Context: an optimization exercise on an open-source flow, tuned for small area. The choices shown serve that exercise and are no tape-out recipe. Only simulation tests tie the RTL to the original design; equivalence was not proved. Power figures rest on the tool's default switching activity, not on a simulated workload.

// MouseHandler
module MouseHandler(clk,rst,ps2_c_in,ps2_d_in,ps2_c_oe,ps2_d_oe,ps2_d_out,XMouseVGA,YMouseVGA,Botones);
==> flow/config.mk <==
export PLATFORM = sky130hd
export DESIGN_NAME = MouseHandler
export DESIGN_NICKNAME = MouseHandler
export VERILOG_FILES = /design/flow/design.v
export SDC_FILE = /design/flow/constraint.sdc
export NUM_CORES = 4
export LEC_CHECK = 0
export CAP_MARGIN = 20
export CORE_MARGIN = 2
export CORE_UTILIZATION = 40
export SLEW_MARGIN = 20
==> flow/constraint.sdc <==
create_clock -name core_clock -period 10.0 [get_ports {clk}]
set_input_delay 2.0000 -clock core_clock [delete_from_list [all_inputs] [get_ports {clk}]]
set_output_delay 2.0000 -clock core_clock [all_outputs]
set_load 0.01 [all_outputs]
standard.sh (not shown) runs the stock make flow with config.mk's settings and CLKGATE_MAP_FILE= SYNTH_SCRIPT=/design/flow/synth_recipe.tcl, a recipe that flattens the netlist after the stock synthesis.
==> flow/flow/run.sh <==
#!/bin/bash
set -euo pipefail
export BUFFER_PORTS_ARGS="-buffer_cell sky130_fd_sc_hd__buf_1"
export CTS_ARGS="-sink_clustering_enable -repair_clock_nets -dont_use_dummy_load -buf_list sky130_fd_sc_hd__clkbuf_16 -sink_clustering_size 64 -sink_clustering_max_diameter 300"
bash standard.sh finish > standard_flow.log 2>&1
The first run produced a clean layout.
Then changed:
==> flow/flow/run.sh (replaced) <==
#!/bin/bash
# The standard layout with three changes:
#  * port buffers use the smallest buffer cell (sky130_fd_sc_hd__buf_1);
#  * the synthesized netlist's combinational cells are set to their smallest
#    drive strength before floorplanning (flip-flops untouched);
#  * clock tree built from clkbuf_4 without dummy loads.
set -euo pipefail
export BUFFER_PORTS_ARGS="-buffer_cell sky130_fd_sc_hd__buf_1"
export CTS_ARGS="-sink_clustering_enable -sink_clustering_levels 1 -repair_clock_nets -dont_use_dummy_load -buf_list sky130_fd_sc_hd__clkbuf_8 -sink_clustering_size 30 -sink_clustering_max_diameter 500"
R=$PWD/orfs/results/$FLOW_PLATFORM/MouseHandler/base
bash standard.sh $R/1_2_yosys.v > synth_flow.log 2>&1
python3 flow/downsize.py $R/1_2_yosys.v $FLOW_HOME/platforms/$FLOW_PLATFORM/lib/sky130_fd_sc_hd__tt_025C_1v80.lib > downsize.log 2>&1
bash standard.sh finish > standard_flow.log 2>&1
==> flow/flow/downsize.py (new file) <==
#!/usr/bin/env python3
"""Replace each combinational cell of the synthesis netlist by the smallest
drive-strength variant of the same function in the library, when that is
smaller. Flip-flops are left as synthesis made them.
Usage: downsize.py NETLIST LIB"""
import re, sys
net, lib = sys.argv[1], sys.argv[2]
txt = open(lib).read()
area = {}
ms = list(re.finditer(r'cell\s*\(\s*"?(sky130_fd_sc_hd__\w+?)"?\s*\)', txt))
for i, m in enumerate(ms):
    end = ms[i + 1].start() if i + 1 < len(ms) else len(txt)
    a = re.search(r'area\s*:\s*([\d.]+)', txt[m.end():end])
    if a:
        area[m.group(1)] = float(a.group(1))
best = {}
for c, a in area.items():
    mm = re.match(r'(sky130_fd_sc_hd__[a-z0-9]+)_(\d+)$', c)
    if mm and 'lpflow' not in c:
        b = mm.group(1)
        if b not in best or a < area[best[b]]:
            best[b] = c
src = open(net).read()
count = {}
def sub(m):
    cell, base = m.group(0), m.group(1)
    kind = base.replace('sky130_fd_sc_hd__', '')
    if re.match(r'(e|s)?df|sedf|dl|clk|conb|tap|fill|decap', kind) or cell not in area:
        return cell
    cand = best.get(base, cell)
    if area[cand] < area[cell]:
        count[cell + ' -> ' + cand] = count.get(cell + ' -> ' + cand, 0) + 1
        return cand
    return cell
src = re.sub(r'\b(sky130_fd_sc_hd__[a-z0-9]+)_(\d+)\b(?=\s+\S+\s*\()', sub, src)
open(net, 'w').write(src)
for k, v in sorted(count.items()):
    print(v, k)
Outcome: The new run completed with no timing, DRC or antenna violations; count of clock-buffer cells in the layout is unchanged; total power is lower by 15%; via count is about the same.
Then changed:
--- a/flow/flow/run.sh
+++ b/flow/flow/run.sh
@@ -9 +9 @@
-export CTS_ARGS="-sink_clustering_enable -sink_clustering_levels 1 -repair_clock_nets -dont_use_dummy_load -buf_list sky130_fd_sc_hd__clkbuf_8 -sink_clustering_size 30 -sink_clustering_max_diameter 500"
+export CTS_ARGS="-sink_clustering_enable -repair_clock_nets -dont_use_dummy_load -root_buf sky130_fd_sc_hd__clkbuf_4 -buf_list sky130_fd_sc_hd__clkbuf_2"
CORE_UTILIZATION = 60   (was 40)
What happened: The new run ran to the end with no violations. Maximum frequency hardly moves. Setup slack hardly moves. Synthesized cell count does not change. Cell count drops by roughly a tenth. Sequential share of layout area increases by 2.0 points. Worst hold slack loses 0.0050 ns. Global-route usage went up by 6.8 points.
Then changed:
==> flow/flow/run.sh (replaced) <==
#!/bin/bash
set -euo pipefail
export BUFFER_PORTS_ARGS="-buffer_cell sky130_fd_sc_hd__buf_1"
export CTS_ARGS="-sink_clustering_enable -repair_clock_nets -dont_use_dummy_load -buf_list sky130_fd_sc_hd__clkbuf_4"
bash standard.sh finish > standard_flow.log 2>&1
CORE_UTILIZATION = 40   (was 60)
removed: flow/flow/downsize.py
After rerunning:
- total power increases by about 0.7%
- worst hold slack gains 0.022 ns
- routed wire length went up by 3.0%
- clock power is about the same
- area after synthesis goes up by 1.4%
- count of clock-buffer cells in the layout is unchanged
- sequential share of layout area falls by 1.6 points
- design area came out higher by about 3%
- fmax drops by 1.8%
- setup slack gets worse by 0.083 ns
- core utilization falls by 22 points
Then changed:
==> flow/flow/run.sh (replaced) <==
#!/bin/bash
set -euo pipefail
export BUFFER_PORTS_ARGS="-buffer_cell sky130_fd_sc_hd__buf_1"
bash standard.sh finish > standard_flow.log 2>&1
CTS_BUF_LIST = sky130_fd_sc_hd__clkbuf_8   (was not set)
Total power rises by about a fifth.
Area after synthesis does not change.
Routed wire length rises slightly.

-- port drivers added, routing unchanged --
Ports are ideal in the flow. The routed layouts listed here were re-timed in OpenROAD. Step 1, drivers: a clkbuf_16 drives clk and a buf_2 each remaining input, both assumed. Step 2 adds t to the input delays and takes it off the output delays; t is the mean of the earliest and latest rising clock arrival at the registers after step 1. Input paths then give back, and output paths get back, about the clock's delay inside the block. a / b / c = no drivers / after step 1 / after step 2; a / b = the first two.
run | shift t [ns] | slack for setup (ns) | hold slack, ns | worst setup path at the end | slew at the worst register clock pin (ns)
the first run | 0.348 | 5.425 / 5.425 / 5.425 | 0.436 / 0.436 / 0.436 | register to register | 0.05 / 0.05
the second run | 0.353 | 5.499 / 5.499 / 5.499 | 0.427 / 0.427 / 0.427 | register to register | 0.07 / 0.07
the third run | 0.402 | 5.499 / 5.499 / 5.499 | 0.422 / 0.422 / 0.422 | register to register | 0.10 / 0.10
the fourth run | 0.411 | 5.416 / 5.416 / 5.416 | 0.444 / 0.444 / 0.444 | register to register | 0.11 / 0.11
the fifth run | 0.362 | 5.422 / 5.422 / 5.422 | 0.439 / 0.439 / 0.439 | register to register | 0.07 / 0.07
After both steps setup and hold are still met in every run listed.
